From an optimization exercise on the open Yosys and OpenROAD flow, aimed at small area; shortcuts taken in it are not production practice.
Function was checked by simulation only, so behaviour that the tests miss may differ from the original.
Power is estimated from default activity; no workload was simulated.

## design/flow/config.mk

```make
export PLATFORM = sky130hd
export DESIGN_NAME = top
export DESIGN_NICKNAME = top
export VERILOG_FILES = /design/flow/design.v
export SDC_FILE = /design/flow/constraint.sdc
export NUM_CORES = 4
export LEC_CHECK = 0
export CAP_MARGIN = 20
export CORE_MARGIN = 2
export CORE_UTILIZATION = 40
export SLEW_MARGIN = 20
```

## design/flow/constraint.sdc

```tcl
create_clock -name core_clock -period 40.0 [get_ports {clk}]
set_input_delay 8.0000 -clock core_clock [delete_from_list [all_inputs] [get_ports {clk}]]
set_output_delay 8.0000 -clock core_clock [all_outputs]
set_load 0.01 [all_outputs]
```

## design/flow/design.v

```verilog
`timescale 1ns / 1ps
module sync(
    input  wire clk,        
    input  wire rst,
    output reg hsync,
    output reg vsync,
    output wire video_on,
    output wire [9:0] x,
    output wire [9:0] y
);
    parameter H_TOTAL       = 800;
    parameter H_SYNC_START  = 656;
    parameter H_SYNC_END    = 752;
    parameter H_VISIBLE     = 640;
    parameter V_TOTAL       = 525;
    parameter V_SYNC_START  = 490;
    parameter V_SYNC_END    = 492;
    parameter V_VISIBLE     = 480;
    reg [9:0] h_count;
    reg [9:0] v_count;
    always @(posedge clk or posedge rst) begin
        if (rst) begin
            h_count <= 0;
            v_count <= 0;
        end else begin
            if (h_count == H_TOTAL - 1) begin
                h_count <= 0;
                if (v_count == V_TOTAL - 1)
                    v_count <= 0;
                else
                    v_count <= v_count + 1;
            end else begin
                h_count <= h_count + 1;
            end
        end
    end
    always @(posedge clk or posedge rst) begin
        if (rst) begin
            hsync <= 1;
            vsync <= 1;
        end else begin
            hsync <= ~((h_count >= H_SYNC_START) && (h_count < H_SYNC_END));
            vsync <= ~((v_count >= V_SYNC_START) && (v_count < V_SYNC_END));
        end
    end
    assign video_on = (h_count < H_VISIBLE) && (v_count < V_VISIBLE);
    assign x = h_count;
    assign y = v_count;
endmodule
`timescale 1ns / 1ps
module top(
    input wire clk,          
    input wire rst,
    input wire anim_step,    
    output wire Hsync,
    output wire Vsync,
    output wire [3:0] vgaRed,
    output wire [3:0] vgaGreen,
    output wire [3:0] vgaBlue
);
    wire video_on;
    wire [9:0] x, y;
    wire vsync_int;
    sync sync_inst(
        .clk(clk),
        .rst(rst),
        .hsync(Hsync),
        .vsync(vsync_int),
        .video_on(video_on),
        .x(x),
        .y(y)
    );
    assign Vsync = vsync_int;
    reg [9:0] sun_pos;
    reg [9:0] moon_pos;
    reg moon_active;       
    reg vsync_q;
    always @(posedge clk or posedge rst) begin
        if (rst)
            vsync_q <= 1;
        else
            vsync_q <= vsync_int;
    end
    wire frame_tick = vsync_int & ~vsync_q;
    wire anim_tick = frame_tick | anim_step;
    always @(posedge clk or posedge rst) begin
        if (rst) begin
            sun_pos <= 0;
            moon_pos <= 639;
            moon_active <= 0;
        end else if (anim_tick) begin
            if (!moon_active) begin
                if (sun_pos < 639) 
                    sun_pos <= sun_pos + 1;
               else begin
                    sun_pos <= 0;
                    moon_active <= 1;            
                    moon_pos <= 639;             
                end
                moon_pos <= 639;                  
            end else begin
                if (moon_pos > 0) 
                    moon_pos <= moon_pos - 1;
            else begin
                    moon_pos <= 0;
                    moon_active <= 0;                
                    sun_pos <= 0;
                end
                sun_pos <= 0;                         
            end
        end
    end
    localparam SUN_Y = 200;
    localparam MOON_Y = 200;
    wire ground = y > 400;
    wire sun_area = ((x - sun_pos)*(x - sun_pos) + (y - SUN_Y)*(y - SUN_Y)) < 900;  
    wire moon_outer = ((x - moon_pos)*(x - moon_pos) + (y - MOON_Y)*(y - MOON_Y)) < 625;  
    wire moon_cutout = ((x - (moon_pos + 10))*(x - (moon_pos + 10)) + (y - MOON_Y)*(y - MOON_Y)) < 400;  
    wire moon_area = moon_outer & ~moon_cutout;
    wire is_day = (moon_active == 0);
    wire is_night = (moon_active == 1);
wire cloud1 = ( ((x-100)*(x-100) + (y-150)*(y-150)) < 900 ) ||  
              ( ((x-130)*(x-130) + (y-140)*(y-140)) < 625 ) ||  
              ( ((x-160)*(x-160) + (y-150)*(y-150)) < 900 );   
wire star1 = ((x-50)*(x-50) + (y-50)*(y-50)) < 9;     
wire star2 = ((x-200)*(x-200) + (y-100)*(y-100)) < 9;
wire star3 = ((x-300)*(x-300) + (y-80)*(y-80)) < 9;
wire star4 = ((x-400)*(x-400) + (y-60)*(y-60)) < 9;
wire star5 = ((x-500)*(x-500) + (y-90)*(y-90)) < 9;
wire star6 = ((x-600)*(x-600) + (y-70)*(y-70)) < 9;
wire stars = star1 || star2 || star3 || star4 || star5 || star6;
wire tree_trunk1 = ((x >= 80) && (x <= 90) && (y >= 350) && (y <= 410));
wire tree_crown1 = ((x-85)*(x-85)+(y-340)*(y-340) < 400);
    reg [3:0] red, green, blue;
always @* begin
    if (!video_on) begin
        red = 0; green = 0; blue = 0;  
    end 
    else if (is_day && sun_area) begin
        red = 4'hF; green = 4'hF; blue = 0;   
    end 
    else if (is_night && moon_area) begin
        red = 4'hF; green = 4'hE; blue = 2;  
    end 
    else if (is_day && cloud1) begin
        red = 4'hF; green = 4'hF; blue = 4'hF;  
    end 
    else if (is_night && stars) begin
        red = 4'hF; green = 4'hF; blue = 4'hF;  
    end 
    else if (tree_trunk1) begin
        if (is_day) begin
            red = 4; green = 2; blue = 0;         
        end else begin
            red = 2; green = 1; blue = 0;         
        end
    end
    else if (tree_crown1) begin
        if (is_day) begin
            red = 1; green = 14; blue = 2;        
        end else begin
            red = 1; green = 6; blue = 2;         
        end
    end 
    else if (is_day && ground) begin
        red = 0; green = 4'hF; blue = 0;           
    end 
    else if (is_day) begin
        red = 4'hB; green = 4'hD; blue = 4'hF;     
    end 
    else if (is_night && ground) begin
        red = 4'h6; green = 3'h3; blue = 0;        
    end 
    else begin
        red = 0; green = 0; blue = 4'h4;           
    end
end
    assign vgaRed = red;
    assign vgaGreen = green;
    assign vgaBlue = blue;
endmodule
```

## design/flow/run.sh

```bash
#!/bin/bash
# synth_recipe.tcl (not shown) runs the flow's synth.tcl, then flattens the netlist and writes it again
# the make line also repeats each setting of config.mk as NAME=value (left out here)
make -C /OpenROAD-flow-scripts/flow DESIGN_CONFIG=/design/flow/config.mk WORK_HOME=/design/flow/orfs CLKGATE_MAP_FILE= SYNTH_SCRIPT=/design/flow/synth_recipe.tcl finish
```

==> flow_summary.json <==
{
  "tightest_slew_ns": 1.20,
  "crit_top_cell": "fa_1",
  "finalClockSkew_ns": 0.0193,
  "crit_family": "adder cells",
  "grt_pass1_wl_um": 472000,
  "first_global_vias": 82086,
  "reg2reg_to": "sync_inst.v_count[5]",
  "place_hpwl_um": 258000,
  "critPathSlowestCell": "xor2_1",
  "crit_start": "sync_inst.v_count[3]",
  "async_reset_ff_frac": 1.00,
  "p_leak_nw": 60.2,
  "synth_area_per_cell_um2": 9.17,
  "synth_top_family_by_area": "adder cells",
  "routed_wl_um": 293000,
  "hold_viol": 0,
  "io_pins": 17,
  "final_cell_mix": "inv_1 (3667), fa_1 (2816), ha_1 (1198), nand2_1 (923), nor2_1 (814)",
  "ant_nets": 0,
  "drt-initial-drc-count": 5312,
  "multi_input_area_um2": 92500,
  "crit_required_ns": 32.00,
  "yosys.area_share.simple": 0.0904,
  "fin_util": 0.421,
  "initial_utilization": 0.401,
  "synth_seq_area_share": 0.0103,
  "pre_cts_slack_ns": 17.88,
  "clock-sinks": 44,
  "hold_path.class": "reg2reg",
  "r2r-start": "sync_inst.h_count[0]",
  "reg2reg_depth": 10,
  "cts_tree": "built",
  "synth_compound_area_frac": 0.0614,
  "clockBufferDepth": 2,
  "row_count": 191,
  "rrSetupSlack_ns": 35.82,
  "place_congestion": 0.953,
  "drive_above_1_share": 0.0237,
  "die_width_um": 524,
  "synth_mux_area_frac": 0.00421,
  "pwr_density_cell_nw_per_um2": 16.2,
  "drv_cap": 0,
  "clock_latency_ns": 0.34,
  "cp-start-kind": "flop",
  "viasPerCell": 4.93,
  "rsz0062_at_grt": "false",
  "path_max_fanout": 15,
  "path_depth": 47,
  "cp.arrival_ns": 14.64,
  "critical_path.endpoint_type": "primary output",
  "outcome": "complete, no violations",
  "setup_tns_ns": 0,
  "min_period_over_period": 0.566,
  "die_y_um": 524,
  "synth-xor-area-share": 0.0384,
  "ys_types": 104,
  "nFillCells": 26880,
  "syn_inst": 11816,
  "clk_pin_slew_ns": 0.09,
  "final_common_cell": "inv_1",
  "critPathBufInv": 9,
  "yosys_warnings": 2,
  "wl_per_cell_um": 19.1,
  "clk_root_buffer_cell": "clkbuf_16",
  "die-area_um2": 275000,
  "synth_flop_cell": "dfrtp_1",
  "peakVddDrop_uv": 131,
  "postCtsHoldBufs": 0,
  "grt_remaining_overflow": 0,
  "post_cts_buffers": 0,
  "synth.ff_latch_count": 44,
  "crit_type": "reg2out",
  "seqCellArea_um2": 1150,
  "cts-buffers-inserted": 5,
  "endpoint": "vgaRed[1]",
  "slew_headroom": 0.193,
  "finalNetCount": 15820,
  "slew_viol_final": 0,
  "max_freq_ghz": 0.0442,
  "antenna_found_initial": 10,
  "fin_crit_ns": 22.64,
  "dr.pass1.iters": 8,
  "ctsResizeCount": 0,
  "route.vias.total": 75742,
  "drc": 0,
  "layout_setup_ws_ns": 17.36,
  "io_buffers": 16,
  "h-tree-depth": 2,
  "synth_fa_ha_area_frac": 0.659,
  "grt_max_degree": 49,
  "core_um2": 270000,
  "synth_edf_count": 0,
  "finalSetupViolCount": 0,
  "areaGrowthSynthToFinish_pct": 4.92,
  "slowest_delay_ns": 0.84,
  "grtUsageTotal": 0.221,
  "syn_area_um2": 108000
}
[routing by layer]
metal | up-vias | routed length, um | part of all wire | track usage
li1 | 34647 | - | - | -
met1 | 38581 | 127000 | 0.43 | 0.305
met2 | 2092 | 134000 | 0.46 | 0.355
met3 | 408 | 20700 | 0.071 | 0.0356
met4 | 14 | 11400 | 0.039 | 0.0691
met5 | - | 137 | 0.00047 | 0.00121
[sequential cells by signal (all words and copies together), names as in the netlist]
signal	cells
sync_inst.h_count	10
vsync_q	1
sync_inst.hsync	1
sync_inst.v_count	10
sun_pos	10
moon_pos	10
sync_inst.vsync	1
moon_active	1
[kinds of logic after synthesis]
kind of cell | after synthesis
other cells | 1
buf+inv | 3935
mux | 44
fa+ha+maj | 4015
simple gates | 2267
flops | 44
xor+xnor | 472
compound gates | 1038
[power by group]
group	switching [mW]	internal [mW]	leakage, nW	total [mW]
clock network	0.0262	0.0299	0.0804	0.0562
registers	0.00176	0.0462	0.527	0.0479
logic	0.999	0.740	59.6	1.74
[stage by stage]
stage	cell area, um^2	cells	power (mW)	hold slack [ns]
after global routing	114000	15373	2.11	0.453
final	114000	15375	1.84	0.451
after CTS	114000	15373	1.84	0.449
after global placement	113000	15365	1.76	0.441
after floorplan	108000	11822	1.41	0.388
after detailed placement	113000	15365	1.77	0.442
[worst min-delay path by stage]
stage | from | endpoint | slack [ns] | cells after the start
final | sync_inst.vsync | vsync_q | 0.45 | 0
after global routing | sync_inst.vsync | vsync_q | 0.45 | 0
after CTS | sync_inst.vsync | vsync_q | 0.45 | 0
after detailed placement | sync_inst.vsync | vsync_q | 0.44 | 0
after global placement | sync_inst.vsync | vsync_q | 0.44 | 0
after floorplan | sync_inst.vsync | vsync_q | 0.39 | 0
[layout make-up]
class                   count  area share
clock buffers               5     0.00110
clock inverters             3    0.000407
repair buffers            177      0.0120
diodes                      2   0.0000440
flip-flops and latches     44      0.0101
multi-input cells        7843       0.814
well taps                3570      0.0393
inverters                3731       0.123
[synth_stat cells (all sizes together), types with 14 or more instances]
library cell     n  area, um^2
nand3           61         310
a21o            89         668
nand4           29         181
or2             14        87.6
nand2b         106         666
nand2          923        3460
o21ai          224        1120
o21a            36         270
clkbuf         169         654
ha            1199       15000
a21oi          332        1700
nor2b           44         275
nor4            31         215
o31ai           18         149
fa            2816       56400
xnor2          370        3240
and3            34         214
buf             35         144
a211oi          41         313
nor3            74         370
and2            51         319
o211ai          20         160
inv           3677       13800
nor3b           17         128
dfrtp           33         826
a2111oi         17         158
o2111ai         15         131
o21bai          45         338
mux2i           31         310
clkinv          54         203
nor2           817        3070
or3             26         169
xor2           100         876
a31oi           45         297
o22ai           27         169

-- what the ideal ports hide --
How much do the figures lean on ideal ports? The routed layout below was timed once more, with nothing changed but the port constraints. Step 1, drivers: a clkbuf_16 drives clk and a buf_2 each remaining input, both assumed. Step 2, shift: input delay + t, output delay - t, t = (earliest + latest rising clock arrival at the registers) / 2. This alone moves slack from input paths to output paths. Slacks: ideal / step 1 / step 2; pairs: ideal / step 1.
shift t [ns]: 0.400
setup slack, ns: 17.360 / 17.291 / 17.692
hold WS [ns]: 0.451 / 0.451 / 0.451
worst setup path after step 2: register to output
slew at the worst register clock pin (ns): 0.09 / 0.09
After both steps setup and hold are still met in this run. For this run, drivers alone change the setup slack by -0.069 ns; drivers and shift together by +0.332 ns.
